From an optimization exercise on the open Yosys and OpenROAD flow, aimed at small area and a short achievable clock period; shortcuts taken in it are not production practice. No functional check of the RTL was part of any run shown here. No activity file was given, so power comes from the tool's default toggle rates.

===== flow/design.v =====
module FP32Adder2_align(
    input  wire [31:0] a,
    input  wire [31:0] b,
    output wire        l_sign,
    output wire [7:0]  l_exp1,    
    output wire        l_hid,     
    output wire [22:0] l_man,
    output wire        sub,
    output wire [23:0] t_man,     
    output wire [1:0]  t_sh       
);
    assign sub = a[31] ^ b[31];
    wire [7:0] ea = a[30:23];
    wire [7:0] eb = b[30:23];
    wire [8:0] y  = {1'b0, ea} + {1'b0, ~eb};
    wire       c  = y[8];
    wire [7:0] s  = y[7:0] ^ {8{~c}};
    wire       ha = |ea;
    wire       hb = |eb;
    wire [23:0] ta = {ha, a[22:0]};
    wire [23:0] tb = {hb, b[22:0]};
    wire [23:0] t  = c ? {1'b0, tb[23:1]} : ta;
    wire [4:0]  sa = s[4:0] | {5{|s[7:5]}};       
    assign t_man  = (t >> {sa[4:2], 2'b00}) ^ {24{sub}};
    assign t_sh   = sa[1:0];
    wire [7:0] el = c ? ea : eb;
    assign l_exp1 = el + 8'd1;
    assign l_hid  = c ? ha : hb;
    assign l_sign = c ? a[31] : b[31];
    assign l_man  = c ? a[22:0] : b[22:0];
endmodule
module FP32Adder2(
    input  wire        l_sign,
    input  wire        l_hid,
    input  wire [22:0] l_man,
    input  wire        sub,
    input  wire [23:0] t_man,
    input  wire [1:0]  t_sh,
    output wire [24:0] v,         
    output wire [4:0]  sh,        
    output wire        q,         
    output wire        zero,      
    output wire        sign
);
    wire [23:0] A = {l_hid, l_man};
    wire [26:0] te = {{3{sub}}, t_man} >> t_sh;
    wire [23:0] B = te[23:0];
    wire [23:0] p0 = A ^ B;
    wire [23:0] g0 = A & B;
    wire [23:0] G, P;
    prefix24 pt(.g(g0), .p(p0), .G(G), .P(P));
    wire        c2  = G[23];
    wire        cin = sub & c2;
    wire        inv = sub & ~c2;
    wire [23:0] k   = {G[22:0] | (P[22:0] & {23{cin}}), cin};
    wire [23:0] r   = p0 ^ k ^ {24{inv}};
    wire        ovf = c2 & ~sub;         
    wire [4:0]  lz;
    lzc32 lzc(.x({1'b0, r[23:12], r[11] | r[10], r[9:0], 1'b0, 7'h7f}), .n(lz), .z());
    wire rz = ~|r;
    assign v    = {ovf, r};
    assign sh   = sub ? lz : {4'd0, ~ovf};
    assign q    = sub & ~|r[23:11];
    assign zero = sub & rz;
    assign sign = l_sign ^ (inv & ~rz);
endmodule
module FP32Adder2_norm(
    input  wire [24:0] v,
    input  wire [4:0]  sh,
    input  wire        q,
    input  wire        zero,
    input  wire        sub,
    input  wire [7:0]  l_exp1,
    output wire [22:0] mant,
    output wire [7:0]  exp,
    output wire        ovf
);
    wire [24:0] n = v << sh;
    assign mant = {n[23] & (n[24] | ~sub), n[22:1]};
    wire [8:0] e = {l_exp1, 1'b1} + {3'b111, ~sh, ~q};
    assign exp = zero ? 8'd0 : e[8:1];
    assign ovf = ~|l_exp1 | &exp;
endmodule
module prefix24(
    input  wire [23:0] g,
    input  wire [23:0] p,
    output wire [23:0] G,
    output wire [23:0] P
);
    wire [23:0] gl [0:5];
    wire [23:0] pl [0:5];
    assign gl[0] = g;
    assign pl[0] = p;
    genvar l, i;
    generate
        for (l = 0; l < 5; l = l + 1) begin : lv
            for (i = 0; i < 24; i = i + 1) begin : bt
                if ((i >> l) & 1) begin : m
                    localparam integer J = ((i >> l) << l) - 1;
                    assign gl[l+1][i] = gl[l][i] | (pl[l][i] & gl[l][J]);
                    assign pl[l+1][i] = pl[l][i] & pl[l][J];
                end else begin : t
                    assign gl[l+1][i] = gl[l][i];
                    assign pl[l+1][i] = pl[l][i];
                end
            end
        end
    endgenerate
    assign G = gl[5];
    assign P = pl[5];
endmodule
module lzc32(
    input  wire [31:0] x,
    output wire [4:0]  n,
    output wire        z
);
    wire [15:0] a1;  wire [15:0] c1;
    wire [7:0]  a2;  wire [15:0] c2;
    wire [3:0]  a3;  wire [11:0] c3;
    wire [1:0]  a4;  wire [7:0]  c4;
    genvar i;
    generate
        for (i = 0; i < 16; i = i + 1) begin : l1
            assign a1[i] = x[2*i+1] | x[2*i];
            assign c1[i] = ~x[2*i+1];
        end
        for (i = 0; i < 8; i = i + 1) begin : l2
            assign a2[i] = a1[2*i+1] | a1[2*i];
            assign c2[2*i+1:2*i] = a1[2*i+1] ? {1'b0, c1[2*i+1]} : {1'b1, c1[2*i]};
        end
        for (i = 0; i < 4; i = i + 1) begin : l3
            assign a3[i] = a2[2*i+1] | a2[2*i];
            assign c3[3*i+2:3*i] = a2[2*i+1] ? {1'b0, c2[4*i+3:4*i+2]} : {1'b1, c2[4*i+1:4*i]};
        end
        for (i = 0; i < 2; i = i + 1) begin : l4
            assign a4[i] = a3[2*i+1] | a3[2*i];
            assign c4[4*i+3:4*i] = a3[2*i+1] ? {1'b0, c3[6*i+5:6*i+3]} : {1'b1, c3[6*i+2:6*i]};
        end
    endgenerate
    assign z = ~(a4[1] | a4[0]);
    assign n = a4[1] ? {1'b0, c4[7:4]} : {1'b1, c4[3:0]};
endmodule
module SyncFP32Adder2(
    input wire [31:0] a,
    input wire [31:0] b,
    output wire [31:0] S,
    output wire Overflow,
    input wire clk,
    input wire rst
);
    wire        l_sign_d, l_hid_d, sub_d;
    wire [7:0]  l_exp1_d;
    wire [22:0] l_man_d;
    wire [23:0] t_man_d;
    wire [1:0]  t_sh_d;
    FP32Adder2_align align(
        .a(a), .b(b),
        .l_sign(l_sign_d), .l_exp1(l_exp1_d), .l_hid(l_hid_d), .l_man(l_man_d),
        .sub(sub_d), .t_man(t_man_d), .t_sh(t_sh_d)
    );
    reg        l_sign_q, l_hid_q, sub_q;
    reg [7:0]  l_exp1_q;
    reg [22:0] l_man_q;
    reg [23:0] t_man_q;
    reg [1:0]  t_sh_q;
    wire [24:0] v_d;
    wire [4:0]  sh_d;
    wire        q_d, zero_d, sign_d;
    FP32Adder2 add(
        .l_sign(l_sign_q), .l_hid(l_hid_q), .l_man(l_man_q),
        .sub(sub_q), .t_man(t_man_q), .t_sh(t_sh_q),
        .v(v_d), .sh(sh_d), .q(q_d), .zero(zero_d), .sign(sign_d)
    );
    reg [24:0] v_q;
    reg [4:0]  sh_q;
    reg        q_q, zero_q, sign_q, sub2_q;
    reg [7:0]  l_exp1_2q;
    always @(posedge clk, posedge rst) begin
        if (rst) begin
            l_sign_q  <= 1'b0;
            l_hid_q   <= 1'b0;
            sub_q     <= 1'b0;
            l_exp1_q  <= 8'd1;
            l_man_q   <= 23'd0;
            t_man_q   <= 24'd0;
            t_sh_q    <= 2'd0;
            v_q       <= 25'd0;
            sh_q      <= 5'd0;
            q_q       <= 1'b0;
            zero_q    <= 1'b1;
            sign_q    <= 1'b0;
            sub2_q    <= 1'b0;
            l_exp1_2q <= 8'd1;
        end else begin
            l_sign_q  <= l_sign_d;
            l_hid_q   <= l_hid_d;
            sub_q     <= sub_d;
            l_exp1_q  <= l_exp1_d;
            l_man_q   <= l_man_d;
            t_man_q   <= t_man_d;
            t_sh_q    <= t_sh_d;
            v_q       <= v_d;
            sh_q      <= sh_d;
            q_q       <= q_d;
            zero_q    <= zero_d;
            sign_q    <= sign_d;
            sub2_q    <= sub_q;
            l_exp1_2q <= l_exp1_q;
        end
    end
    wire [22:0] mant;
    wire [7:0]  exp;
    wire        ovf;
    FP32Adder2_norm norm(
        .v(v_q), .sh(sh_q), .q(q_q), .zero(zero_q), .sub(sub2_q), .l_exp1(l_exp1_2q),
        .mant(mant), .exp(exp), .ovf(ovf)
    );
    assign S = {sign_q, exp, mant};
    assign Overflow = ovf;
endmodule

===== flow/run.sh =====
#!/bin/bash
# synth_recipe.tcl (not shown) runs the flow's synth.tcl, then flattens the netlist and writes it again
# the make line also repeats each setting of config.mk as NAME=value (left out here)
make -C /OpenROAD-flow-scripts/flow DESIGN_CONFIG=/design/flow/config.mk WORK_HOME=/design/flow/orfs CLKGATE_MAP_FILE= SYNTH_SCRIPT=/design/flow/synth_recipe.tcl finish

===== flow/config.mk =====
export PLATFORM = sky130hd
export DESIGN_NAME = SyncFP32Adder2
export DESIGN_NICKNAME = SyncFP32Adder2
export VERILOG_FILES = /design/flow/design.v
export SDC_FILE = /design/flow/constraint.sdc
export NUM_CORES = 8
export LEC_CHECK = 0
export ABC_AREA = 1
export CAP_MARGIN = 20
export CORE_MARGIN = 2
export CORE_UTILIZATION = 40
export SETUP_SLACK_MARGIN = 4
export SLEW_MARGIN = 20

===== flow/constraint.sdc =====
create_clock -name core_clock -period 9.5 [get_ports {clk}]
set_input_delay 1.9000 -clock core_clock [delete_from_list [all_inputs] [get_ports {clk}]]
set_output_delay 1.9000 -clock core_clock [all_outputs]
set_load 0.01 [all_outputs]

==> flow_summary.yaml, run 1 <==
setup_path:
  r2r_setup_slack_ps: 4630
  critPathTopFamily: "buffers and inverters"
  worstPathRequired_ps: 7600
  cp_slowest_stage_delay_ps: 580
  cp.depth: 15
  worst-setup-path-type: "reg -> out"
  start_kind: "flip-flop"
  crit_arrival_ps: 3510
  crit_chain: "clkinvlp_4 -> ha_1 -> inv_1 -> o31ai_1 -> inv_1 -> nor2_1 -> nor2_1 -> o21ai_0 -> inv_1 -> nand2_1 -> o21ai_0 -> a21oi_1 -> nand4_1 -> o21ai_0 -> clkdlybuf4s50_1"
  rr_worst_depth: 22
  startpoint: "sh_q[1]$_DFF_PP0_"
  critPathSlowestCell: "dfrtp_4"
  crit_fanout: 25
  end_kind: "output port"
  timing.rr.end: "q_q$_DFF_PP0_"
  rr_startpoint: "sub_q$_DFF_PP0_"
  worst-path-buf-inv: 5
  critPathCapture: "Overflow"
power_and_ir_drop:
  peakVddDrop_mv: 0.131
  total_power_mw: 3.13
  swShare_pct: 49.8
  power_frac_seq_pct: 20.3
  power_frac_comb_pct: 67.6
  pwr-share-clk_pct: 12.1
  p_leak_nw: 5.30
  intPower_mw: 1.57
  switchingPower_mw: 1.56
  p_per_area_nw_per_um2: 297
timing:
  maxSlewViolCount: 0
  fin_setup_tns_ps: 0
  setup_viol: 0
  hold_viol_final: 0
  finalCriticalPeriod_ps: 5410
  grt_setup_unrepaired: "true"
  post-route-period-util_pct: 57.0
  max_freq_mhz: 185
  hold_slack_ps: 351
  worstMarginPinSlew_ps: 706
  fin_skew_ps: 7.12
  slew_headroom_pct: 52.5
clocking:
  clkSlewWorstSetupHoldPaths_ps: 70
  clockBufferDepth: 2
  h-tree-depth: 3
  cts_sinks: 102
  numCtsBuffers: 9
  cts-root-buf: "clkbuf_16"
  cts_tree: "built"
  clock_latency_ps: 350
global_route:
  grt_use_total_pct: 21.2
  grt_pass1_vias: 8182
  antenna_found_initial: 0
  grt_max_degree: 80
  grt_overflow: 0
  grt_pass1_wl_um: 41000
die:
  coreArea_um2: 22000
  start_util_pct: 41.0
  rows: 54
  die_h_um: 154
  io_pins: 99
  fp.dieW_um: 154
  die_area_um2: 23700
synth:
  netlist_top_cells_area: "dfrtp_1 27%, nand2_1 21%, nand3_1 7.2%, inv_1 6.6%, o21ai_0 6.5%"
  post-synth-top-count-cell: "nand2_1"
  synth_nets: 1539
  synth_cell_types: 50
  ys_top_cells_by_count: "499 x nand2_1, 158 x inv_1, 130 x nand3_1, 117 x o21ai_0, 99 x dfrtp_1"
  synth_top_flop_cell: "dfrtp_1"
  synth_area_um2: 9010
  yosys_register_bits: 102
  yosysSeqAreaShare_pct: 28.4
  synth_top_area_share_pct: 27.5
  synth-edff-count: 0
  synth_area_per_cell_um2: 6.29
  syn_inst: 1433
  synth_top_area_cell: "dfrtp_1"
  postSynth.asyncResetShare_pct: 100
  yosys_warnings: 2
layout:
  nNetsFinal: 1601
  area_growth_pct: 16.9
  multi_input_area_um2: 5540
  layout-drive-gt1-share_pct: 6.67
  regArea_um2: 2560
  utilization_pct: 48.0
  fillers: 2236
  antennaDiodeCount: 0
  finalNonFillerCells: 1780
drt:
  num_vias: 9053
  wl_um: 25000
  drc: 0
  detail_route.vias_per_cell: 5.09
  drt.antenna.violating_nets: 0
  wl_per_cell_um: 14.1
  drtPass1Iterations: 5
  drt-initial-drc-count: 538
placement:
  port_buffers: 98
  dp_cells: 1758
  place.detailed.hpwl_um: 20100
  gp_congestion: 0.903
run_status:
  status: "complete, no violations"
hold_path:
  hold_path.class: "reg -> reg"
flow_run:
  maxCapViolations: 0
==> worst reg2reg max path, cell delays in order, from the launching register on <==
cell     delay, ps
dfrtp_1        320
buf_4          430
inv_1          340
nand2_1        110
o21ai_0        100
o21ai_0        190
ha_1           320
a21oi_1        270
o21ai_0        180
a21oi_4        130
buf_4          290
nand3_4        370
inv_2          380
nand2_1        120
nand2_1         80
nand2_1         50
nand2_1        110
nand2_1        100
nor2_4         140
inv_2           60
nor2_4         150
nand2_1         80
nor4_1         380
==> placed cells by master (no fill, tap or decap), types with 9 or more instances in the layout <==
cell type and n:
a21oi_1 51, nor2_1 83, nand3_1 130, clkbuf_16 9, nand4_1 29, nand2_1 498, nand2_2 12, inv_2 12
xor2_1 29, dfrtp_1 96, ha_1 38, inv_1 154, nor3_1 9, clkdlybuf4s50_1 98, o21ai_0 117, buf_4 11
==> per-layer routing <==
metal  routed length, um  vias up  global-route usage [%]
met4                 517        0                    5.56
met2               11300      224                    35.0
met3                1080       28                    2.87
li1                    -     4754                       -
met5                   0        -                       0
met1               12100     4047                    29.3
==> power groups by stage <==
stage | Combinational (mW) | Clock, mW | Sequential, mW
2_1_floorplan | 1.48 | 0 | 0.597
3_3_place_gp | 2.08 | 0 | 0.638
3_5_place_dp | 2.09 | 0 | 0.640
4_1_cts | 2.11 | 0.386 | 0.634
5_1_grt | 2.40 | 0.406 | 0.650
6_report | 2.12 | 0.378 | 0.636
==> through the flow <==
stage	instance area [um^2]	setup WS [ps]
after detailed placement	10100	3520
after global routing	10500	3750
after floorplan	9010	4860
after global placement	10100	3600
after CTS	10500	3900
final	10500	4090
==> what timing repair did <==
action | CTS | global route
buffers inserted | 1 | 2
gates cloned | 3 | 0
hold buffers | 0 | 0
endpoints found under the setup margin | 8 | 31
gates resized for setup | 6 | 9
==> cell type report <==
cell class	count	share of cell area, %
Timing Repair inverter	3	0.143
Timing Repair Buffer	110	10.2
Tap cell	280	3.33
Clock inverter	6	0.654
Sequential cell	102	24.4
Inverter	175	6.44
Multi-Input combinational cell	1094	52.6
Clock buffer	10	2.27
==> registers in the layout, indices dropped and copies added (netlist names) <==
| name | count |
|---|---|
| l_man_q | 23 |
| t_man_q | 24 |
| l_exp1_2q | 8 |
| t_sh_q | 2 |
| sign_q | 1 |
| l_exp1_q | 8 |
| zero_q | 1 |
| v_q | 25 |
| sub_q | 1 |
| l_hid_q | 1 |
| sh_q | 5 |
| sub2_q | 1 |
| q_q | 1 |
| l_sign_q | 1 |
==> how the worst min path moves through the flow <==
| stage | from | end | slack [ps] | cells past startpoint |
|---|---|---|---|---|
| finish | l_exp1_q[7]$_DFF_PP0_ | l_exp1_2q[7]$_DFF_PP0_ | 350 | 0 |
| detailed placement | l_exp1_q[7]$_DFF_PP0_ | l_exp1_2q[7]$_DFF_PP0_ | 340 | 0 |
| global placement | l_exp1_q[3]$_DFF_PP0_ | l_exp1_2q[3]$_DFF_PP0_ | 330 | 0 |
| global route | l_exp1_q[2]$_DFF_PP0_ | l_exp1_2q[2]$_DFF_PP0_ | 360 | 0 |
| floorplan | l_exp1_q[1]$_DFF_PP0_ | l_exp1_2q[1]$_DFF_PP0_ | 330 | 0 |
| CTS | l_exp1_q[7]$_DFF_PP0_ | l_exp1_2q[7]$_DFF_PP0_ | 350 | 0 |
==> cell families after synthesis <==
logic type | after synthesis | synth area share, %
AOI/OAI and AO/OA | 211 | 12.9
xor gates and xnor gates | 34 | 3.30
adders and majority gates | 40 | 5.72
buffers and inverters | 237 | 10.3
DFF | 102 | 28.4
muxes | 6 | 0.680
and+or+nand+nor | 803 | 38.7
==> inputs of run 2 (changes only) <==
==> flow/flow/run.sh (new file) <==
#!/bin/bash
set -euo pipefail
export BUFFER_PORTS_ARGS="-buffer_cell sky130_fd_sc_hd__buf_2"
bash standard.sh > make.log 2>&1
==> flow/standard.sh (new file) <==
#!/bin/bash
# synth_recipe.tcl (not shown) runs the flow's synth.tcl, then flattens the netlist and writes it again
# the make line also repeats each setting of config.mk as NAME=value (left out here)
make -C /OpenROAD-flow-scripts/flow DESIGN_CONFIG=/design/flow/config.mk WORK_HOME=/design/flow/orfs CLKGATE_MAP_FILE= SYNTH_SCRIPT=/design/flow/synth_recipe.tcl "${@:-finish}"
removed: flow/run.sh
==> flow_summary.yaml, run 2 <==
power_and_ir_drop:
  p_leak_nw: 5.27
  swShare_pct: 52.4
  intPower_mw: 1.41
  peakVddDrop_mv: 0.150
  pwr-share-clk_pct: 12.7
  power_frac_seq_pct: 22.2
  p_per_area_nw_per_um2: 296
  power_frac_comb_pct: 65.1
  switchingPower_mw: 1.55
placement:
  gp_congestion: 0.894
  dp_cells: 1755
  placed_area_um2: 9640
  port_buffers: 98
  place.detailed.hpwl_um: 19800
layout:
  regMostFlops: "v_q"
  antennaDiodeCount: 0
  layout-drive-gt1-share_pct: 12.9
  top_regs: "v_q (25), t_man_q (24), l_man_q (23)"
  utilization_pct: 45.5
  area_growth_pct: 10.8
  mostFrequentLayoutCells: "498 x nand2_1, 155 x inv_1, 130 x nand3_1"
  final_common_cell: "nand2_1"
  nNetsFinal: 1594
  final_cell_area_um2: 9980
  largest_reg_flops: 25
  finalNonFillerCells: 1773
die:
  rows: 54
  fp.dieW_um: 154
  coreArea_um2: 22000
  start_util_pct: 41.0
  die_area_um2: 23700
  io_pins: 99
  die_h_um: 154
drt:
  wl_um: 24800
  drt-initial-drc-count: 572
  wl_per_cell_um: 14.0
  drc: 0
  drt.antenna.violating_nets: 0
  detail_route.vias_per_cell: 5.08
  num_vias: 9014
  drtPass1Iterations: 5
clocking:
  clock_latency_ps: 350
  h-tree-depth: 3
  cts_tree: "built"
  clkSlewWorstSetupHoldPaths_ps: 70
  cts_setup_buffers: 0
  cts_sinks: 102
  cts-root-buf: "clkbuf_16"
  numCtsBuffers: 9
  clockBufferDepth: 2
run_status:
  status: "complete, no violations"
synth:
  synth_nets: 1539
  yosys_warnings: 2
  synth-edff-count: 0
  synth_cell_types: 50
  synth_top_area_cell: "dfrtp_1"
  netlist_top_cells_area: "dfrtp_1 27%, nand2_1 21%, nand3_1 7.2%, inv_1 6.6%, o21ai_0 6.5%"
  synth_mux_area_share_pct: 0.680
  synthXorXnorAreaFrac_pct: 3.30
  synth_top_area_share_pct: 27.5
  post-synth-top-count-cell: "nand2_1"
  synth_top_flop_cell: "dfrtp_1"
  yosysSeqAreaShare_pct: 28.4
  syn_inst: 1433
  synth_area_per_cell_um2: 6.29
  ys_top_cells_by_count: "499 x nand2_1, 158 x inv_1, 130 x nand3_1, 117 x o21ai_0, 99 x dfrtp_1"
  postSynth.asyncResetShare_pct: 100
  synth_fa_ha_area_share_pct: 5.72
  synth_simple_gate_area_share_pct: 38.7
  synth-compound-area-share_pct: 12.9
  yosys_register_bits: 102
  synth_area_um2: 9010
  synth_top_family_by_area: "simple AND/OR/NAND/NOR gates"
global_route:
  grt_max_degree: 80
  grt_pass1_vias: 8071
  grt_use_total_pct: 21.0
  grt_overflow: 0
  grt_pass1_wl_um: 40400
  antenna_found_initial: 0
hold_path:
  hold_path.class: "reg -> reg"
  hp-start: "l_exp1_q[3]$_DFF_PP0_"
  holdPathStages: 0
  hold-path-endpoint: "l_exp1_2q[3]$_DFF_PP0_"
setup_path:
  crit_arrival_ps: 3430
  worstPathRequired_ps: 7600
  rr_startpoint: "t_sh_q[0]$_DFF_PP0_"
  timing.rr.end: "q_q$_DFF_PP0_"
  r2r_setup_slack_ps: 4580
  end_kind: "output port"
  worst-setup-path-type: "reg -> out"
  rr_worst_depth: 25
  startpoint: "sh_q[0]$_DFF_PP0_"
  crit_fanout: 28
  start_kind: "flip-flop"
timing:
  post-route-period-util_pct: 56.1
  grt_setup_unrepaired: "true"
  fin_skew_ps: 6.42
  hold_viol_final: 0
  fin_setup_tns_ps: 0
  slew_headroom_pct: 55.4
  setup_viol: 0
  maxSlewViolCount: 0
  worstMarginPinSlew_ps: 668
  finalCriticalPeriod_ps: 5330
  max_freq_mhz: 188
flow_run:
  maxCapViolations: 0
-- run 2: cells by family after synthesis --
group                      Yosys count
and+or+nand+nor                    803
AOI/OAI and AO/OA                  211
xor gates and xnor gates            34
buffers and inverters              237
muxes                                6
DFF                                102
adders and majority gates           40
-- run 2: through the flow --
stage,setup slack (ps),power (mW),hold WS (ps)
after floorplan,4860,2.08,331
after CTS,4010,2.96,351
final,4170,2.95,350
after global routing,3750,3.27,358
after detailed placement,3830,2.57,335
after global placement,3870,2.56,335
-- run 2: critical path: stages, from the launching register on --
cell	delay, ps
dfrtp_2	680
inv_1	460
ha_1	410
nand2_1	70
nor2_1	40
a211oi_1	230
nor2_1	90
nor2_1	100
o21ai_0	110
inv_1	70
nor2_1	60
nor2_1	80
a21oi_1	70
nor3_1	220
nand4_1	110
o21ai_0	140
buf_2	150
-- run 2: how the worst max path moves through the flow --
stage	end	slack, ps
floorplan	Overflow	4860
global placement	t_man_q[14]$_DFF_PP0_	3870
detailed placement	t_man_q[10]$_DFF_PP0_	3830
CTS	Overflow	4010
global route	Overflow	3750
finish	Overflow	4170
-- run 2: cell type report --
| type | instances | area, um^2 |
|---|---|---|
| Fill cell | 2324 | 12000 |
| Multi-Input combinational cell | 1094 | 5540 |
| Sequential cell | 102 | 2560 |
| Inverter | 175 | 672 |
| Timing Repair Buffer | 104 | 536 |
| Tap cell | 280 | 350 |
| Clock buffer | 9 | 225 |
| Clock inverter | 7 | 81.3 |
| Timing Repair inverter | 2 | 10.0 |
-- run 2: per-layer routing --
metal | routed length, um | global-route usage (%) | up-vias
li1 | - | - | 4720
met1 | 12100 | 29.4 | 4028
met2 | 11200 | 34.1 | 232
met3 | 1000 | 2.34 | 34
met4 | 526 | 6.28 | 0
met5 | 0 | 0 | -
-- run 2: power by group through the flow --
stage / clock [mW] / sequential [mW] / combinational [mW]
6_report: 0.375 / 0.656 / 1.92
3_5_place_dp: 0 / 0.661 / 1.91
3_3_place_gp: 0 / 0.661 / 1.90
4_1_cts: 0.383 / 0.654 / 1.92
5_1_grt: 0.401 / 0.677 / 2.19
2_1_floorplan: 0 / 0.597 / 1.48
-- run 2: repair_timing --
item | in CTS | in global routing
endpoints found under the setup margin | 2 | 27
resized for setup | 3 | 6
gates cloned | 1 | 1
hold buffers | 0 | 0
==> inputs of run 3 (changes only) <==
--- a/flow/config.mk
+++ b/flow/config.mk
@@ -11,3 +11,3 @@
 export CORE_UTILIZATION = 40
-export SETUP_SLACK_MARGIN = 4
+export SETUP_SLACK_MARGIN = 4.5
 export SLEW_MARGIN = 20
==> flow_summary.yaml, run 3 <==
run_status:
  status: "complete, no violations"
hold_path:
  hold_path.class: "reg -> reg"
drt:
  num_vias: 9107
  drtPass1Iterations: 5
  drc: 0
  drt.antenna.violating_nets: 0
  wl_per_cell_um: 14.3
  detail_route.vias_per_cell: 5.10
  wl_um: 25600
  drt-initial-drc-count: 546
synth:
  syn_inst: 1433
  synth_area_um2: 9010
  yosys_warnings: 2
  netlist_top_cells_area: "dfrtp_1 27%, nand2_1 21%, nand3_1 7.2%, inv_1 6.6%, o21ai_0 6.5%"
  synth_top_area_cell: "dfrtp_1"
  yosys_register_bits: 102
  synth-edff-count: 0
  synth_top_area_share_pct: 27.5
  synth_cell_types: 50
  synth_area_per_cell_um2: 6.29
  post-synth-top-count-cell: "nand2_1"
  postSynth.asyncResetShare_pct: 100
  yosysSeqAreaShare_pct: 28.4
  ys_top_cells_by_count: "499 x nand2_1, 158 x inv_1, 130 x nand3_1, 117 x o21ai_0, 99 x dfrtp_1"
  synth_top_flop_cell: "dfrtp_1"
  synth_nets: 1539
global_route:
  grtUsageMet2_pct: 34.3
  grt_use_total_pct: 21.0
  grt_overflow: 0
  grt_max_degree: 80
  grt_pass1_vias: 8085
  antenna_found_initial: 0
  busiest_layer: "met2"
  use_met1_pct: 29.4
  grt_util_met3_pct: 2.34
  grt_pass1_wl_um: 40500
layout:
  layout-drive-gt1-share_pct: 13.9
  final_common_cell: "nand2_1"
  largest_reg_flops: 25
  top_regs: "v_q (25), t_man_q (24), l_man_q (23)"
  regArea_um2: 2570
  finalNonFillerCells: 1787
  area_growth_pct: 12.6
  multi_input_area_um2: 5560
  antennaDiodeCount: 0
  fillers: 2319
  regMostFlops: "v_q"
  mostFrequentLayoutCells: "498 x nand2_1, 153 x inv_1, 130 x nand3_1"
  nNetsFinal: 1608
clocking:
  clkSlewWorstSetupHoldPaths_ps: 70
  cts-root-buf: "clkbuf_16"
  numCtsBuffers: 9
  clockBufferDepth: 2
  h-tree-depth: 3
  cts_tree: "built"
  cts_sinks: 102
  postCtsHoldBufs: 0
  clock_latency_ps: 350
power_and_ir_drop:
  peakVddDrop_mv: 0.152
  p_per_area_nw_per_um2: 297
  p_leak_nw: 5.32
  total_power_mw: 3.01
timing:
  grt_setup_unrepaired: "true"
  finalCriticalPeriod_ps: 4800
  slew_headroom_pct: 57.3
  setup_viol: 0
  max_freq_mhz: 208
  maxSlewViolCount: 0
  fin_setup_tns_ps: 0
  post-route-period-util_pct: 50.6
  hold_viol_final: 0
  fin_skew_ps: 8.48
  worstMarginPinSlew_ps: 633
placement:
  gp_congestion: 0.894
  place.detailed.hpwl_um: 19800
  port_buffers: 98
  dp_cells: 1755
setup_path:
  crit_arrival_ps: 2900
  crit_fanout: 3
  end_kind: "output port"
  start_kind: "flip-flop"
  worstPathRequired_ps: 7600
  worst-setup-path-type: "reg -> out"
die:
  start_util_pct: 41.0
  coreArea_um2: 22000
  io_pins: 99
  fp.dieW_um: 154
  die_h_um: 154
  die_area_um2: 23700
  rows: 54
flow_run:
  maxCapViolations: 0
-- run 3: path summary, 6_finish.rpt --
path / startpoint / to / slack (ps) / cells past startpoint
setup reg to reg: t_sh_q[0]$_DFF_PP0_ / q_q$_DFF_PP0_ / 4920 / 25
hold reg to reg: l_exp1_q[3]$_DFF_PP0_ / l_exp1_2q[3]$_DFF_PP0_ / 350 / 0
max in group asynchronous: rst / t_sh_q[1]$_DFF_PP0_ / 6770 / 3
min in group asynchronous: rst / l_man_q[22]$_DFF_PP0_ / 1660 / 2
setup / recovery: l_exp1_2q[0]$_DFF_PP1_ / Overflow / 4700 / 14
hold / removal: l_exp1_q[3]$_DFF_PP0_ / l_exp1_2q[3]$_DFF_PP0_ / 350 / 0
-- run 3: logic make-up after synthesis --
group                    share of synthesized area [%]
AO/OA/AOI/OAI                                     12.9
adder cells (fa/ha/maj)                           5.72
buffers and inverters                             10.3
XOR/XNOR                                          3.30
multiplexers                                     0.680
flip-flops                                        28.4
AND/OR/NAND/NOR                                   38.7
-- run 3: cell type report --
cell class                      count  share of cell area (%)
Inverter                          175                    6.76
Sequential cell                   102                    25.4
Multi-Input combinational cell   1095                    54.8
Clock buffer                        9                    2.22
Timing Repair inverter              4                   0.222
Tap cell                          280                    3.45
Timing Repair Buffer              115                    6.36
Clock inverter                      7                   0.801
-- run 3: critical path: stages, from the launching register on --
cell,delay [ps]
dfstp_2,540
inv_1,80
fa_1,470
o31ai_2,300
inv_1,60
nor2_1,120
nor2_1,60
o21ai_0,140
inv_1,80
nand2_1,80
o21ai_0,70
a21oi_1,160
nand4_1,110
o21ai_0,140
buf_2,150
-- run 3: power by group --
group	switching (mW)	total [mW]	internal, mW
Combinational	1.31	1.99	0.675
Sequential	0.0929	0.649	0.556
Clock	0.169	0.377	0.207
-- run 3: stage by stage --
step,util [%],hold slack (ps),setup WS (ps),cell area (um^2)
after floorplan,-,331,4860,9010
after global placement,43.9,335,3870,9640
after detailed placement,43.9,335,3830,9640
after CTS,45.5,351,4290,9980
after global routing,46.2,358,4370,10100
final,46.2,350,4700,10100
-- run 3: layer usage --
layer / vias to the layer above / routed length, um
met4: 0 / 537
met2: 244 / 11800
met5: - / 0
met3: 39 / 1150
met1: 4069 / 12100
li1: 4755 / -
-- run 3: repair_timing --
action	CTS	global route
resized for setup	12	20
endpoints found under the setup margin	38	37
gates cloned	2	3
setup buffers	0	11
pin swaps	0	2
==> inputs of run 4 (changes only) <==
--- a/flow/config.mk
+++ b/flow/config.mk
@@ -11,3 +11,3 @@
 export CORE_UTILIZATION = 40
-export SETUP_SLACK_MARGIN = 4.5
+export SETUP_SLACK_MARGIN = 5
 export SLEW_MARGIN = 20
==> flow_summary.yaml, run 4 <==
synth:
  synth_top_area_share_pct: 27.5
  synthXorXnorAreaFrac_pct: 3.30
  yosys_register_bits: 102
  synth_nets: 1539
  yosysSeqAreaShare_pct: 28.4
  synth_top_area_cell: "dfrtp_1"
  post-synth-top-count-cell: "nand2_1"
  yosys_warnings: 2
  netlist_top_cells_area: "dfrtp_1 27%, nand2_1 21%, nand3_1 7.2%, inv_1 6.6%, o21ai_0 6.5%"
  synth_fa_ha_area_share_pct: 5.72
  synth-edff-count: 0
  syn_inst: 1433
  postSynth.asyncResetShare_pct: 100
  synth_area_um2: 9010
  synth_top_flop_cell: "dfrtp_1"
  synth_simple_gate_area_share_pct: 38.7
  ys_top_cells_by_count: "499 x nand2_1, 158 x inv_1, 130 x nand3_1, 117 x o21ai_0, 99 x dfrtp_1"
  synth_top_family_by_area: "simple AND/OR/NAND/NOR gates"
  synth_cell_types: 50
  synth-compound-area-share_pct: 12.9
  synth_mux_area_share_pct: 0.680
  synth_area_per_cell_um2: 6.29
setup_path:
  critPathCapture: "Overflow"
  crit_arrival_ps: 2710
  rr_worst_depth: 26
  cp.depth: 14
  end_kind: "output port"
  crit_fanout: 3
  worst-path-buf-inv: 4
  critPathTopFamily: "compound AO/OA/AOI/OAI gates"
  worstPathRequired_ps: 7600
  startpoint: "l_exp1_2q[0]$_DFF_PP1_"
  rr_startpoint: "t_sh_q[0]$_DFF_PP0_"
  r2r_setup_slack_ps: 5380
  cp_slowest_stage_delay_ps: 540
  critPathSlowestCell: "dfstp_2"
  worst-setup-path-type: "reg -> out"
  timing.rr.end: "sign_q$_DFF_PP0_"
  crit_chain: "inv_2 -> fa_2 -> o31ai_4 -> inv_1 -> nor2_2 -> nor2_1 -> o21ai_1 -> inv_1 -> nand2_2 -> o21ai_2 -> a21oi_2 -> nand4_1 -> o21ai_1 -> buf_2"
  start_kind: "flip-flop"
timing:
  finalCriticalPeriod_ps: 4610
  worstMarginPinSlew_ps: 880
  slew_headroom_pct: 41.2
  layout_setup_ws_ps: 4890
  hold_viol_final: 0
  grt_setup_unrepaired: "true"
  fin_skew_ps: 5.30
  post-route-period-util_pct: 48.5
  maxSlewViolCount: 0
  fin_setup_tns_ps: 0
  max_freq_mhz: 217
  setup_viol: 0
drt:
  drc: 0
  drt-initial-drc-count: 545
  wl_um: 25600
  wl_per_cell_um: 14.2
  drtPass1Iterations: 6
  detail_route.vias_per_cell: 5.09
  drt.antenna.violating_nets: 0
  num_vias: 9178
layout:
  area_growth_pct: 16.4
  largest_reg_flops: 25
  final_common_cell: "nand2_1"
  top_regs: "v_q (25), t_man_q (24), l_man_q (23)"
  nNetsFinal: 1625
  mostFrequentLayoutCells: "496 x nand2_1, 151 x inv_1, 128 x nand3_1"
  regMostFlops: "v_q"
  layout-drive-gt1-share_pct: 16.2
  antennaDiodeCount: 0
die:
  rows: 54
  coreArea_um2: 22000
  die_area_um2: 23700
  fp.dieW_um: 154
  die_h_um: 154
  io_pins: 99
  start_util_pct: 41.0
clocking:
  postCtsHoldBufs: 0
  cts_sinks: 102
  cts_tree: "built"
  h-tree-depth: 3
  clockBufferDepth: 2
  clkSlewWorstSetupHoldPaths_ps: 70
  clock_latency_ps: 350
  numCtsBuffers: 9
  cts-root-buf: "clkbuf_16"
power_and_ir_drop:
  p_leak_nw: 5.46
  p_per_area_nw_per_um2: 297
  peakVddDrop_mv: 0.126
placement:
  gp_congestion: 0.900
  place.detailed.hpwl_um: 19600
  port_buffers: 98
  pre_cts_slack_ps: 3950
global_route:
  grt_max_degree: 80
  grt_pass1_wl_um: 40600
  antenna_found_initial: 2
  grt_overflow: 0
  grt_pass1_vias: 8188
  grt_use_total_pct: 21.1
run_status:
  status: "complete, no violations"
flow_run:
  maxCapViolations: 0
hold_path:
  hold_path.class: "reg -> reg"
-- run 4: cell counts after synthesis --
Identical to the previous run, type by type.
-- run 4: repair_timing --
action / CTS / global route
endpoints found under the setup margin: 61 / 39
pin swaps: 5 / 8
resized for setup: 39 / 39
setup buffers: 11 / 15
cloned: 4 / 2
-- run 4: worst min-delay path by stage --
stage                                      from                endpoint  slack, ps  cells after the start
after global routing      l_exp1_q[0]$_DFF_PP1_  l_exp1_2q[0]$_DFF_PP1_        360                      0
final                     l_exp1_q[7]$_DFF_PP0_  l_exp1_2q[7]$_DFF_PP0_        350                      0
after global placement    l_exp1_q[5]$_DFF_PP0_  l_exp1_2q[5]$_DFF_PP0_        340                      0
after detailed placement  l_exp1_q[7]$_DFF_PP0_  l_exp1_2q[7]$_DFF_PP0_        340                      0
after floorplan           l_exp1_q[1]$_DFF_PP0_  l_exp1_2q[1]$_DFF_PP0_        330                      0
after CTS                 l_exp1_q[7]$_DFF_PP0_  l_exp1_2q[7]$_DFF_PP0_        350                      0
-- run 4: kinds of logic (layout without fill, tap and decap cells) --
family,Yosys count,after routing
and+or+nand+nor,803,804
buffers and inverters,237,327
AOI/OAI and AO/OA,211,211
DFF,102,102
adders and majority gates,40,40
xor gates and xnor gates,34,34
muxes,6,6
-- run 4: cell type report --
class	count	area, um^2
fillers	2268	11500
clock buffers	9	225
clock inverters	7	83.8
well taps	280	350
flip-flops and latches	102	2570
repair buffers	133	836
repair inverters	3	20.0
inverters	175	699
multi-input cells	1095	5700
-- run 4: routing by layer --
metal | vias up | part of all wire (%) | track usage, %
met4 | 0 | 2.6 | 7.17
met2 | 252 | 45 | 34.0
met1 | 4090 | 48 | 29.5
met3 | 41 | 4.1 | 2.42
li1 | 4795 | - | -
met5 | - | 0 | 0
-- run 4: per-stage QoR --
step | instances | area (um^2) | util (%) | power, mW | hold WS [ps]
4_1_cts | 1787 | 10200 | 46.5 | 3.05 | 352
6_report | 1804 | 10500 | 47.8 | 3.12 | 350
3_5_place_dp | 1756 | 9650 | 43.9 | 2.57 | 336
2_1_floorplan | 1433 | 9020 | - | 2.08 | 331
3_3_place_gp | 1756 | 9650 | 43.9 | 2.56 | 335
5_1_grt | 1804 | 10500 | 47.8 | 3.43 | 362
-- run 4: where the power goes --
group	internal, mW	leakage (nW)	switching (mW)
Clock	0.207	0.145	0.168
Sequential	0.556	1.19	0.0721
Combinational	0.744	4.12	1.37
Total	1.51	5.46	1.61
-- run 4: worst register-to-register path, cell delays in order (launching register included) --
cell	delay [ps]
dfrtp_4	570
buf_4	220
o21ai_0	170
inv_1	70
nand2_1	50
o21ai_0	110
ha_1	390
nand2_1	150
inv_2	40
a21oi_1	160
nand2_2	150
nand2_2	110
nand2_4	100
nand2_8	180
nand3_4	190
inv_6	210
nand2_1	80
nand2_1	60
nand2_1	50
nand2_1	100
nand2_1	100
nor2_4	140
nand3_1	120
nor2_2	190
nand3_2	140
nand3b_1	110
nand2_1	60
==> inputs of run 5 (changes only) <==
--- a/flow/design.v
+++ b/flow/design.v
@@ -81,3 +81,11 @@
     assign exp = zero ? 8'd0 : e[8:1];
-    assign ovf = ~|l_exp1 | &exp;
+    wire [7:0] d  = l_exp1 ^ {3'd0, sh};
+    wire [7:0] m;
+    assign m[0] = 1'b1;
+    genvar i;
+    generate for (i = 1; i < 8; i = i + 1) begin : tm
+        assign m[i] = &l_exp1[i-1:0];
+    end endgenerate
+    wire top = q ? ~|d : ~|(d ^ m);
+    assign ovf = ~|l_exp1 | (~zero & top);
 endmodule
==> flow_summary.yaml, run 5 <==
timing:
  slew_headroom_pct: 50.9
  fin_setup_tns_ps: 0
  hold_slack_ps: 350
  max_freq_mhz: 227
  fin_skew_ps: 7.09
  layout_setup_ws_ps: 5090
  finalCriticalPeriod_ps: 4410
  grt_setup_unrepaired: "true"
  maxSlewViolCount: 0
  setup_viol: 0
  worstMarginPinSlew_ps: 736
  hold_viol_final: 0
  post-route-period-util_pct: 46.4
setup_path:
  end_kind: "output port"
  rr_startpoint: "t_sh_q[0]$_DFF_PP0_"
  r2r_setup_slack_ps: 5390
  worstPathRequired_ps: 7600
  rr_worst_depth: 25
  critPathSlowestCell: "dfrtp_4"
  timing.rr.end: "sign_q$_DFF_PP0_"
  cp_common_cell: "o21ai_0"
  crit_fanout: 13
  startpoint: "sh_q[0]$_DFF_PP0_"
  worst-setup-path-type: "reg -> out"
  crit_arrival_ps: 2510
  start_kind: "flip-flop"
  cp_slowest_stage_delay_ps: 510
  crit_chain: "buf_4 -> buf_4 -> nand2_1 -> nand2_1 -> o21ai_0 -> inv_1 -> o21ai_0 -> o21ai_0 -> a31oi_1 -> a221oi_2 -> buf_2"
synth:
  ys_top_cells_by_count: "482 x nand2_1, 159 x inv_1, 124 x nand3_1, 122 x o21ai_0, 99 x dfrtp_1"
  post-synth-top-count-cell: "nand2_1"
  yosys_warnings: 2
  synth_cell_types: 51
  synth_area_per_cell_um2: 6.36
  synth_area_um2: 9200
  yosys_register_bits: 102
  yosysSeqAreaShare_pct: 27.8
  synth_top_area_share_pct: 26.9
  netlist_top_cells_area: "dfrtp_1 27%, nand2_1 20%, nand3_1 6.7%, o21ai_0 6.6%, inv_1 6.5%"
  synth-edff-count: 0
  synth_top_flop_cell: "dfrtp_1"
  synth_top_area_cell: "dfrtp_1"
  postSynth.asyncResetShare_pct: 100
  synth_nets: 1554
  syn_inst: 1448
power_and_ir_drop:
  swShare_pct: 52.2
  power_frac_seq_pct: 19.6
  intPower_mw: 1.52
  power_frac_comb_pct: 68.6
  p_leak_nw: 5.53
  switchingPower_mw: 1.66
  pwr-share-clk_pct: 11.8
  p_per_area_nw_per_um2: 292
  peakVddDrop_mv: 0.148
drt:
  highest_layer: "met4"
  drt-initial-drc-count: 714
  drtPass1Iterations: 5
  wl_per_cell_um: 14.6
  dr_wl_met2_um: 12700
  drt.antenna.violating_nets: 0
  dr_wl_met3_um: 1100
  num_vias: 9445
  wl_um: 26900
  drt-met1-wl_um: 12300
  drc: 0
  detail_route.vias_per_cell: 5.13
clocking:
  cts_sinks: 102
  numCtsBuffers: 9
  clockBufferDepth: 2
  clock_latency_ps: 360
  clkSlewWorstSetupHoldPaths_ps: 80
  postCtsHoldBufs: 0
  h-tree-depth: 3
  cts_tree: "built"
  cts-root-buf: "clkbuf_16"
placement:
  pre_cts_slack_ps: 3350
  placed_area_um2: 9790
  port_buffers: 98
  place.detailed.hpwl_um: 19600
  gp_congestion: 0.929
hold_path:
  hold_path.class: "reg -> reg"
  hold-path-endpoint: "l_exp1_2q[2]$_DFF_PP0_"
  hp-start: "l_exp1_q[2]$_DFF_PP0_"
  holdPathStages: 0
layout:
  area_growth_pct: 18.1
  regMostFlops: "v_q"
  antennaDiodeCount: 0
  largest_reg_flops: 25
  mostFrequentLayoutCells: "472 x nand2_1, 151 x inv_1, 116 x o21ai_0, 116 x nand3_1, 99 x buf_2"
  final_cell_area_um2: 10900
  top_regs: "v_q (25), t_man_q (24), l_man_q (23)"
  fillers: 2338
  nNetsFinal: 1657
  layout-drive-gt1-share_pct: 18.9
  final_common_cell: "nand2_1"
die:
  coreArea_um2: 22600
  io_pins: 99
  die_area_um2: 24200
  fp.dieW_um: 156
  die_h_um: 156
  rows: 55
  start_util_pct: 40.6
global_route:
  grt_pass1_vias: 8478
  grt_max_degree: 58
  antenna_found_initial: 0
  grt_use_total_pct: 21.9
  grt_pass1_wl_um: 42600
  grt_overflow: 0
run_status:
  status: "complete, no violations"
flow_run:
  maxCapViolations: 0
-- run 5: cell types whose count changed in the layout (fill, tap and decap cells not counted), moves of 5 or more --
cell / previous run / this run
buf_4: 27 / 41
clkinvlp_4: 8 / 13
inv_2: 13 / 8
nand2_1: 496 / 472
nand2_2: 13 / 22
nand3_1: 128 / 116
nand3_2: 5 / 17
nand4_1: 29 / 24
nor2_1: 80 / 88
o21ai_0: 109 / 116
-- run 5: power by group through the flow --
stage / logic (mW) / registers, mW / clock network (mW)
floorplan: 1.52 / 0.599 / 0
global placement: 1.92 / 0.657 / 0
detailed placement: 1.93 / 0.659 / 0
CTS: 2.06 / 0.627 / 0.386
global route: 2.46 / 0.638 / 0.404
finish: 2.18 / 0.623 / 0.376
-- run 5: cell type report --
class | instances | area (um^2) | area share (%)
multi-input cells | 1114 | 6010 | 55.3
flip-flops and latches | 102 | 2570 | 23.7
repair buffers | 147 | 895 | 8.23
inverters | 169 | 676 | 6.22
well taps | 285 | 357 | 3.28
clock buffers | 9 | 225 | 2.07
clock inverters | 7 | 78.8 | 0.725
repair inverters | 8 | 55.1 | 0.507
-- run 5: routing by layer --
metal  GRT usage (%)  vias to the layer above
li1                -                     4907
met1            29.8                     4231
met2            36.2                      268
met3            2.14                       39
met4            7.95                        0
met5               0                        -
-- run 5: repair_timing --
item / in CTS / in global routing
gates resized for setup: 35 / 55
endpoints found under the setup margin: 66 / 40
cloned: 10 / 3
pin swaps: 5 / 15
buffers inserted: 18 / 23
-- run 5: metrics by stage --
step | utilization (%) | cells | total power [mW]
floorplan | - | 1448 | 2.12
global placement | 43.3 | 1770 | 2.58
detailed placement | 43.3 | 1770 | 2.59
CTS | 46.0 | 1814 | 3.07
global route | 48.0 | 1841 | 3.50
finish | 48.0 | 1841 | 3.18
-- run 5: kinds of logic after synthesis --
kind of cell / Yosys count / synth area share (%)
DFF: 102 / 27.8
adders and majority gates: 40 / 5.60
xor gates and xnor gates: 37 / 3.60
AOI/OAI and AO/OA: 221 / 13.4
muxes: 9 / 0.993
and+or+nand+nor: 803 / 38.4
buffers and inverters: 236 / 10.3
-- run 5: critical path: cells and delay by family (launching register included) --
kind	cells	cell delay, ps
buffers and inverters	4	600
AND/OR/NAND/NOR	2	140
flip-flops	1	510
AO/OA/AOI/OAI	5	880
-- run 5: worst max path at each step --
stage                                  endpoint  slack, ps  cells past startpoint
after floorplan           t_man_q[19]$_DFF_PP0_       5210                     18
after global placement     t_man_q[9]$_DFF_PP0_       3430                     16
after detailed placement  t_man_q[11]$_DFF_PP0_       3350                     17
after CTS                 t_man_q[11]$_DFF_PP0_       5010                     18
after global routing                      S[22]       4930                      6
final                                     S[22]       5090                     11
==> inputs of run 6 (changes only) <==
==> flow/flow/run.sh (replaced) <==
#!/bin/bash
set -euo pipefail
export BUFFER_PORTS_ARGS="-buffer_cell sky130_fd_sc_hd__buf_2"
export SETUP_SLACK_MARGIN=6
bash standard.sh > make.log 2>&1
--- a/flow/config.mk
+++ b/flow/config.mk
@@ -11,3 +11,2 @@
 export CORE_UTILIZATION = 40
-export SETUP_SLACK_MARGIN = 5
 export SLEW_MARGIN = 20
==> flow_summary.yaml, run 6 <==
placement:
  gp_congestion: 0.937
  pre_cts_slack_ps: 3890
  port_buffers: 98
  dp_cells: 1771
  place.detailed.hpwl_um: 19800
die:
  fp.dieW_um: 156
  coreArea_um2: 22600
  start_util_pct: 40.6
  rows: 55
  die_h_um: 156
  die_area_um2: 24200
  io_pins: 99
synth:
  syn_inst: 1448
  synth_area_per_cell_um2: 6.36
  postSynth.asyncResetShare_pct: 100
  yosysSeqAreaShare_pct: 27.8
  ys_top_cells_by_count: "482 x nand2_1, 159 x inv_1, 124 x nand3_1, 122 x o21ai_0, 99 x dfrtp_1"
  netlist_top_cells_area: "dfrtp_1 27%, nand2_1 20%, nand3_1 6.7%, o21ai_0 6.6%, inv_1 6.5%"
  post-synth-top-count-cell: "nand2_1"
  yosys_register_bits: 102
  synth_top_area_share_pct: 26.9
  synth_area_um2: 9200
  yosys_warnings: 2
  synth-edff-count: 0
  synth_top_area_cell: "dfrtp_1"
  synth_cell_types: 51
  synth_top_flop_cell: "dfrtp_1"
  synth_nets: 1554
setup_path:
  crit_fanout: 5
  worstPathRequired_ps: 7600
  end_kind: "output port"
  worst-setup-path-type: "reg -> out"
  start_kind: "flip-flop"
  crit_arrival_ps: 2400
layout:
  regMostFlops: "v_q"
  final_common_cell: "nand2_1"
  area_growth_pct: 58.2
  largest_reg_flops: 25
  nNetsFinal: 1829
  finalNonFillerCells: 2013
  mostFrequentLayoutCells: "375 x nand2_1, 131 x inv_1, 127 x buf_4"
  top_regs: "v_q (25), t_man_q (24), l_man_q (23)"
  antennaDiodeCount: 0
  layout-drive-gt1-share_pct: 44.3
timing:
  maxSlewViolCount: 0
  setup_viol: 0
  post-route-period-util_pct: 45.3
  fin_skew_ps: 15.9
  hold_slack_ps: 352
  fin_setup_tns_ps: 0
  worstMarginPinSlew_ps: 803
  finalCriticalPeriod_ps: 4300
  slew_headroom_pct: 45.9
  grt_setup_unrepaired: "true"
  max_freq_mhz: 232
  hold_viol_final: 0
  layout_setup_ws_ps: 5200
power_and_ir_drop:
  p_per_area_nw_per_um2: 296
  total_power_mw: 4.30
  p_leak_nw: 7.02
  peakVddDrop_mv: 0.160
drt:
  drt-initial-drc-count: 882
  num_vias: 10851
  drt.antenna.violating_nets: 0
  drc: 0
  wl_per_cell_um: 16.6
  detail_route.vias_per_cell: 5.39
  drtPass1Iterations: 5
  wl_um: 33400
global_route:
  antenna_found_initial: 0
  busiest_layer: "met2"
  grt_overflow: 0
  grt_util_met3_pct: 2.50
  grt_use_total_pct: 25.4
  grt_pass1_vias: 9794
  use_met1_pct: 31.2
  grt_pass1_wl_um: 49300
  grtUsageMet2_pct: 45.0
  grt_max_degree: 53
clocking:
  clockBufferDepth: 2
  h-tree-depth: 3
  cts-root-buf: "clkbuf_16"
  clock_latency_ps: 370
  numCtsBuffers: 9
  cts_sinks: 102
  clkSlewWorstSetupHoldPaths_ps: 80
  cts_tree: "built"
  postCtsHoldBufs: 0
hold_path:
  hold_path.class: "reg -> reg"
run_status:
  status: "complete, no violations"
flow_run:
  maxCapViolations: 0
==> run 6: cell counts after synthesis <==
No cell type changed its count.
==> run 6: metrics by stage <==
stage / instance area (um^2) / utilization [%]
after floorplan: 9580 / -
after global placement: 9990 / 44.1
final: 14600 / 64.3
after CTS: 12800 / 56.4
after detailed placement: 9990 / 44.1
after global routing: 14600 / 64.3
==> run 6: power breakdown <==
part | internal (mW) | switching, mW | leakage, nW | total [mW]
clock network | 0.186 | 0.192 | 0.148 | 0.379
registers | 0.554 | 0.0808 | 1.19 | 0.634
logic | 1.40 | 1.89 | 5.69 | 3.29
total | 2.14 | 2.16 | 7.02 | 4.30
==> run 6: repair_timing <==
action                                  CTS  global route
setup buffers                           129            66
cloned                                   20            10
pin swaps                               113           133
endpoints found under the setup margin  114            94
resized for setup                       317           283
==> run 6: worst max-delay path: stages, from the launching register on <==
cell and delay (ps):
dfrtp_4 510, inv_8 90, ha_4 220, nand2_1 70
nor2_1 50, a211oi_2 180, nor2_1 90, nor2_1 110
o21ai_1 100, buf_4 140, buf_6 100, buf_6 110
nor2_4 100, nor3_2 50, buf_2 140
==> run 6: area by class of cell <==
cell class,count,area (um^2)
Clock buffer,9,225
Tap cell,285,357
Inverter,169,767
Multi-Input combinational cell,1115,7590
Timing Repair inverter,12,129
Timing Repair Buffer,314,2850
Clock inverter,7,75.1
Sequential cell,102,2570
Fill cell,1829,8080
==> run 6: final timing paths <==
| path | endpoint | cells after the start | slack [ps] | start |
|---|---|---|---|---|
| hold reg to reg | l_exp1_2q[4]$_DFF_PP0_ | 0 | 350 | l_exp1_q[4]$_DFF_PP0_ |
| max in group asynchronous | t_sh_q[0]$_DFF_PP0_ | 3 | 6970 | rst |
| setup / recovery | S[27] | 14 | 5200 | sh_q[1]$_DFF_PP0_ |
| setup reg to reg | sh_q[0]$_DFF_PP0_ | 26 | 5650 | t_sh_q[0]$_DFF_PP0_ |
| min in group asynchronous | l_exp1_2q[5]$_DFF_PP0_ | 2 | 1510 | rst |
| hold / removal | l_exp1_2q[4]$_DFF_PP0_ | 0 | 350 | l_exp1_q[4]$_DFF_PP0_ |
==> run 6: logic make-up (layout without fill, tap and decap cells) <==
kind of cell,after synthesis,count (layout),share of synthesized area (%)
AOI/OAI and AO/OA,221,221,13.4
xor gates and xnor gates,37,37,3.60
adders and majority gates,40,40,5.60
buffers and inverters,236,511,10.3
DFF,102,102,27.8
muxes,9,9,0.993
and+or+nand+nor,803,808,38.4
==> run 6: routing by layer <==
| metal | wire length (um) | vias to the layer above |
|---|---|---|
| li1 | - | 5278 |
| met2 | 16700 | 438 |
| met4 | 1800 | 0 |
| met1 | 13300 | 5011 |
| met5 | 0 | - |
| met3 | 1650 | 124 |
==> inputs of run 7 (changes only) <==
--- a/flow/design.v
+++ b/flow/design.v
@@ -41,3 +41,2 @@
     output wire        q,         
-    output wire        zero,      
     output wire        sign
@@ -59,3 +58,2 @@
     lzc32 lzc(.x({1'b0, r[23:12], r[11] | r[10], r[9:0], 1'b0, 7'h7f}), .n(lz), .z());
-    wire rz = ~|r;
     assign v    = {ovf, r};
@@ -63,4 +61,3 @@
     assign q    = sub & ~|r[23:11];
-    assign zero = sub & rz;
-    assign sign = l_sign ^ (inv & ~rz);
+    assign sign = l_sign ^ inv;
 endmodule
@@ -70,6 +67,6 @@
     input  wire        q,
-    input  wire        zero,
-    input  wire        sub,
     input  wire [7:0]  l_exp1,
     output wire [22:0] mant,
+    input  wire        sign_in,
+    output wire        sign,
     output wire [7:0]  exp,
@@ -78,3 +75,5 @@
     wire [24:0] n = v << sh;
-    assign mant = {n[23] & (n[24] | ~sub), n[22:1]};
+    assign mant = {n[23] & ~q, n[22:1]};
+    wire zero = sh[4] & sh[3];
+    assign sign = sign_in ^ zero;
     wire [8:0] e = {l_exp1, 1'b1} + {3'b111, ~sh, ~q};
@@ -175,3 +174,3 @@
     wire [4:0]  sh_d;
-    wire        q_d, zero_d, sign_d;
+    wire        q_d, sign_d;
     FP32Adder2 add(
@@ -179,3 +178,3 @@
         .sub(sub_q), .t_man(t_man_q), .t_sh(t_sh_q),
-        .v(v_d), .sh(sh_d), .q(q_d), .zero(zero_d), .sign(sign_d)
+        .v(v_d), .sh(sh_d), .q(q_d), .sign(sign_d)
     );
@@ -183,3 +182,3 @@
     reg [4:0]  sh_q;
-    reg        q_q, zero_q, sign_q, sub2_q;
+    reg        q_q, sign_q;
     reg [7:0]  l_exp1_2q;
@@ -195,7 +194,5 @@
             v_q       <= 25'd0;
-            sh_q      <= 5'd0;
+            sh_q      <= 5'd1;
             q_q       <= 1'b0;
-            zero_q    <= 1'b1;
             sign_q    <= 1'b0;
-            sub2_q    <= 1'b0;
             l_exp1_2q <= 8'd1;
@@ -212,5 +209,3 @@
             q_q       <= q_d;
-            zero_q    <= zero_d;
             sign_q    <= sign_d;
-            sub2_q    <= sub_q;
             l_exp1_2q <= l_exp1_q;
@@ -220,8 +215,8 @@
     wire [7:0]  exp;
-    wire        ovf;
+    wire        ovf, sign;
     FP32Adder2_norm norm(
-        .v(v_q), .sh(sh_q), .q(q_q), .zero(zero_q), .sub(sub2_q), .l_exp1(l_exp1_2q),
+        .v(v_q), .sh(sh_q), .q(q_q), .l_exp1(l_exp1_2q), .sign_in(sign_q), .sign(sign),
         .mant(mant), .exp(exp), .ovf(ovf)
     );
-    assign S = {sign_q, exp, mant};
+    assign S = {sign, exp, mant};
     assign Overflow = ovf;
==> flow/flow/run.sh (replaced) <==
#!/bin/bash
set -euo pipefail
export BUFFER_PORTS_ARGS="-buffer_cell sky130_fd_sc_hd__buf_2"
bash standard.sh > make.log 2>&1
--- a/flow/config.mk
+++ b/flow/config.mk
@@ -11,2 +11,3 @@
 export CORE_UTILIZATION = 40
+export SETUP_SLACK_MARGIN = 5
 export SLEW_MARGIN = 20
==> flow_summary.yaml, run 7 <==
timing:
  hold_viol_final: 0
  hold_slack_ps: 350
  post-route-period-util_pct: 47.0
  setup_viol: 0
  finalCriticalPeriod_ps: 4470
  fin_skew_ps: 13.7
  max_freq_mhz: 224
  maxSlewViolCount: 0
  fin_setup_tns_ps: 0
  slew_headroom_pct: 50.1
  worstMarginPinSlew_ps: 749
  grt_setup_unrepaired: "true"
setup_path:
  crit_arrival_ps: 2570
  worstPathRequired_ps: 7600
  critPathCapture: "Overflow"
  rr_worst_depth: 23
  timing.rr.end: "sh_q[1]$_DFF_PP0_"
  worst-setup-path-type: "reg -> out"
  rr_startpoint: "t_sh_q[0]$_DFF_PP0_"
  crit_fanout: 4
  startpoint: "sh_q[0]$_DFF_PP1_"
  r2r_setup_slack_ps: 5340
  start_kind: "flip-flop"
  end_kind: "output port"
placement:
  gp_congestion: 0.883
  place.detailed.hpwl_um: 19000
  port_buffers: 98
drt:
  num_vias: 9055
  wl_um: 25700
  drt-initial-drc-count: 602
  drt.antenna.violating_nets: 0
  wl_per_cell_um: 14.3
  detail_route.vias_per_cell: 5.06
  drtPass1Iterations: 6
  drc: 0
global_route:
  grt_overflow: 0
  grt_use_total_pct: 21.3
  grt_max_degree: 61
  antenna_found_initial: 0
  grt_pass1_wl_um: 40900
  grt_pass1_vias: 8074
layout:
  layout-drive-gt1-share_pct: 16.9
  fillers: 2307
  area_growth_pct: 16.1
  final_common_cell: "nand2_1"
  antennaDiodeCount: 0
  top_regs: "t_man_q (24), v_q (24), l_man_q (23)"
  mostFrequentLayoutCells: "460 x nand2_1, 155 x inv_1, 123 x o21ai_0"
  nNetsFinal: 1612
power_and_ir_drop:
  intPower_mw: 1.37
  p_per_area_nw_per_um2: 267
  pwr-share-clk_pct: 13.2
  swShare_pct: 51.2
  peakVddDrop_mv: 0.105
  p_leak_nw: 5.38
  switchingPower_mw: 1.44
  power_frac_comb_pct: 65.4
  power_frac_seq_pct: 21.4
synth:
  post-synth-top-count-cell: "nand2_1"
  netlist_top_cells_area: "dfrtp_1 27%, nand2_1 19%, o21ai_0 7.1%, inv_1 6.8%, nand3_1 6.3%"
  synth_nets: 1522
  synth_mux_area_share_pct: 0.346
  yosysSeqAreaShare_pct: 27.5
  synth_area_per_cell_um2: 6.38
  postSynth.asyncResetShare_pct: 100
  syn_inst: 1416
  synth_top_area_cell: "dfrtp_1"
  yosys_warnings: 2
  synth_fa_ha_area_share_pct: 5.70
  synth-compound-area-share_pct: 14.4
  synth_top_family_by_area: "simple AND/OR/NAND/NOR gates"
  synth_cell_types: 57
  synth-edff-count: 0
  synthXorXnorAreaFrac_pct: 4.17
  synth_top_flop_cell: "dfrtp_1"
  yosys_register_bits: 99
  ys_top_cells_by_count: "464 x nand2_1, 163 x inv_1, 128 x o21ai_0, 113 x nand3_1, 96 x dfrtp_1"
  synth_top_area_share_pct: 26.6
  synth_simple_gate_area_share_pct: 37.2
  synth_area_um2: 9040
die:
  die_h_um: 154
  rows: 54
  die_area_um2: 23800
  coreArea_um2: 22000
  fp.dieW_um: 154
  io_pins: 99
  start_util_pct: 41.0
flow_run:
  maxCapViolations: 0
run_status:
  status: "complete, no violations"
clocking:
  clockBufferDepth: 2
  h-tree-depth: 3
  cts_tree: "built"
  numCtsBuffers: 9
  clkSlewWorstSetupHoldPaths_ps: 70
  cts_sinks: 99
  clock_latency_ps: 360
  cts-root-buf: "clkbuf_16"
hold_path:
  hp-start: "l_exp1_q[3]$_DFF_PP0_"
  hold_path.class: "reg -> reg"
==> run 7: per-stage QoR <==
step           instance area (um^2)  setup WS, ps  util, %  total power, mW  std cells
2_1_floorplan                  9040          5010        -             1.88       1416
3_3_place_gp                   9600          3370     43.6             2.29       1733
3_5_place_dp                   9600          3270     43.6             2.30       1733
4_1_cts                       10200          5010     46.3             2.74       1770
5_1_grt                       10500          4920     47.6             3.09       1791
6_report                      10500          5030     47.6             2.80       1791
==> run 7: area by class of cell <==
cell class                 count  area, um^2  area share, %
clock buffer                   9         225           2.15
clock inverter                 7        67.6          0.644
inverter                     169         677           6.45
multi-input combinational   1084        5790           55.2
sequential                    99        2500           23.8
tap                          280         350           3.34
timing repair buffer         138         857           8.17
timing repair inverter         5        32.5          0.310
==> run 7: logic make-up (layout without fill, tap and decap cells) <==
kind of cell | Yosys count | in the layout
and+or+nand+nor | 760 | 763
buffers and inverters | 236 | 328
AOI/OAI and AO/OA | 235 | 235
DFF | 99 | 99
xor gates and xnor gates | 43 | 43
adders and majority gates | 40 | 40
muxes | 3 | 3
==> run 7: what timing repair did <==
item | in CTS | in global routing
buffers inserted | 15 | 18
endpoints found under the setup margin | 64 | 44
resized for setup | 41 | 29
hold buffers | 0 | 0
gates cloned | 6 | 3
pin swaps | 5 | 10
==> run 7: critical path, stage by stage (launching register included) <==
cell and delay, ps:
dfstp_4 660, clkinvlp_4 110, ha_4 230, a21oi_2 110
o21ai_2 70, a21oi_1 120, o221ai_1 140, a2111oi_2 350
o211ai_1 140, o41ai_1 90, buf_2 200
==> run 7: power by group through the flow <==
stage,Sequential [mW],Clock (mW),Combinational [mW]
after global routing,0.613,0.396,2.08
after CTS,0.608,0.375,1.76
after detailed placement,0.633,0,1.67
after global placement,0.632,0,1.66
after floorplan,0.573,0,1.31
final,0.601,0.369,1.83
==> run 7: worst min-delay path by stage <==
| stage | to | cells after the start |
|---|---|---|
| 3_3_place_gp | l_exp1_2q[2]$_DFF_PP0_ | 0 |
| 2_1_floorplan | l_exp1_2q[1]$_DFF_PP0_ | 0 |
| 3_5_place_dp | l_exp1_2q[3]$_DFF_PP0_ | 0 |
| 6_report | l_exp1_2q[3]$_DFF_PP0_ | 0 |
| 5_1_grt | l_exp1_2q[3]$_DFF_PP0_ | 0 |
| 4_1_cts | l_exp1_2q[3]$_DFF_PP0_ | 0 |
==> run 7: metal layers <==
layer / vias up / share of wire [%] / GRT usage [%]
met5: - / 0 / 0
met4: 0 / 1.1 / 4.50
met3: 21 / 3.2 / 2.52
met2: 190 / 48 / 35.8
met1: 4060 / 48 / 29.5
li1: 4784 / - / -
==> inputs of run 8 (changes only) <==
--- a/flow/config.mk
+++ b/flow/config.mk
@@ -11,3 +11,3 @@
 export CORE_UTILIZATION = 40
-export SETUP_SLACK_MARGIN = 5
+export SETUP_SLACK_MARGIN = 4.5
 export SLEW_MARGIN = 20
==> flow_summary.yaml, run 8 <==
run_status:
  status: "complete, no violations"
die:
  rows: 54
  die_h_um: 154
  fp.dieW_um: 154
  die_area_um2: 23800
  start_util_pct: 41.0
  io_pins: 99
synth:
  synth-edff-count: 0
  post-synth-top-count-cell: "nand2_1"
  synth_area_um2: 9040
  netlist_top_cells_area: "dfrtp_1 27%, nand2_1 19%, o21ai_0 7.1%, inv_1 6.8%, nand3_1 6.3%"
  synth_top_area_share_pct: 26.6
  yosysSeqAreaShare_pct: 27.5
  ys_top_cells_by_count: "464 x nand2_1, 163 x inv_1, 128 x o21ai_0, 113 x nand3_1, 96 x dfrtp_1"
  syn_inst: 1416
  postSynth.asyncResetShare_pct: 100
  synth_top_flop_cell: "dfrtp_1"
  yosys_register_bits: 99
hold_path:
  hold_path.class: "reg -> reg"
  holdPathStages: 0
  hold-path-endpoint: "l_exp1_2q[3]$_DFF_PP0_"
placement:
  place.detailed.hpwl_um: 19000
  gp_congestion: 0.883
  pre_cts_slack_ps: 3270
  dp_cells: 1733
  placed_area_um2: 9600
  port_buffers: 98
timing:
  finalCriticalPeriod_ps: 4790
  fin_setup_tns_ps: 0
  maxSlewViolCount: 0
  grt_setup_unrepaired: "true"
  hold_viol_final: 0
  slew_headroom_pct: 50.1
  hold_slack_ps: 351
  layout_setup_ws_ps: 4710
  setup_viol: 0
drt:
  wl_per_cell_um: 13.9
  drc: 0
  drtPass1Iterations: 5
setup_path:
  cp_common_cell: "a21oi_1"
  r2r_setup_slack_ps: 5130
  critPathTopFamily: "compound AO/OA/AOI/OAI gates"
  worst-path-buf-inv: 2
  rr_startpoint: "t_sh_q[1]$_DFF_PP0_"
  start_kind: "flip-flop"
  crit_fanout: 30
  crit_arrival_ps: 2890
  worstPathRequired_ps: 7600
  worst-setup-path-type: "reg -> out"
  rr_worst_depth: 21
  crit_chain: "clkinvlp_4 -> ha_1 -> a21oi_1 -> o21ai_0 -> a21oi_1 -> o221ai_1 -> a2111oi_0 -> o211ai_1 -> o41ai_1 -> buf_2"
layout:
  multi_input_area_um2: 5640
  antennaDiodeCount: 0
  area_growth_pct: 11.3
  top_regs: "t_man_q (24), v_q (24), l_man_q (23)"
  fillers: 2356
  nNetsFinal: 1581
  finalNonFillerCells: 1760
  utilization_pct: 45.6
  final_cell_area_um2: 10100
  mostFrequentLayoutCells: "461 x nand2_1, 157 x inv_1, 127 x o21ai_0"
clocking:
  cts_sinks: 99
  h-tree-depth: 3
  cts-root-buf: "clkbuf_16"
  clkSlewWorstSetupHoldPaths_ps: 70
  cts_tree: "built"
  clockBufferDepth: 2
power_and_ir_drop:
  total_power_mw: 2.70
global_route:
  grt_pass1_vias: 7865
  grt_max_degree: 77
  antenna_found_initial: 0
[run 8: cell counts after synthesis]
Identical to the previous run, type by type.
[run 8: report_power, final]
part,switching [mW],internal (mW),total [mW]
clock network,0.183,0.185,0.368
registers,0.0970,0.534,0.631
logic,1.11,0.593,1.70
[run 8: worst max path at each step]
stage / slack [ps] / cells after the start / from / to
3_3_place_gp: 3370 / 18 / b[23] / t_man_q[6]$_DFF_PP0_
6_report: 4710 / 10 / sh_q[0]$_DFF_PP1_ / Overflow
5_1_grt: 4470 / 15 / b[27] / t_man_q[22]$_DFF_PP0_
3_5_place_dp: 3270 / 18 / b[23] / t_man_q[2]$_DFF_PP0_
2_1_floorplan: 5010 / 1 / rst / l_exp1_2q[1]$_DFF_PP0_
4_1_cts: 4500 / 10 / sh_q[0]$_DFF_PP1_ / Overflow
[run 8: layout make-up]
cell class / count / share of cell area, %
multi-input combinational: 1083 / 56.1
inverter: 169 / 6.56
tap: 280 / 3.48
clock inverter: 7 / 0.672
timing repair buffer: 110 / 5.94
clock buffer: 9 / 2.24
sequential: 99 / 24.8
timing repair inverter: 3 / 0.174
[run 8: per-layer routing]
metal | part of all wire, % | global-route usage [%]
met2 | 46 | 33.7
met3 | 3.5 | 2.24
met1 | 49 | 29.1
met4 | 1.1 | 3.97
met5 | 0 | 0
[run 8: cells by family after synthesis]
| kind of cell | Yosys count | synth area share [%] |
|---|---|---|
| flip-flops | 99 | 27.5 |
| multiplexers | 3 | 0.346 |
| XOR/XNOR | 43 | 4.17 |
| AO/OA/AOI/OAI | 235 | 14.4 |
| buffers and inverters | 236 | 10.7 |
| AND/OR/NAND/NOR | 760 | 37.2 |
| adder cells (fa/ha/maj) | 40 | 5.70 |
[run 8: timing repair]
| action | 4_1_cts | 5_1_grt |
|---|---|---|
| endpoints found under the hold margin | 0 | 0 |
| resized for setup | 13 | 9 |
| gates cloned | 2 | 3 |
| pin swaps | 0 | 2 |
| setup endpoints to repair | 40 | 37 |
| setup buffers | 0 | 6 |

Setup slack of run 8, layout unchanged: 4.710 ns with ideal ports, 4.666 ns with driving cells assumed (clock clkbuf_16, inputs buf_2), 4.376 ns with port delays also shifted by the 0.399 ns mid clock arrival.
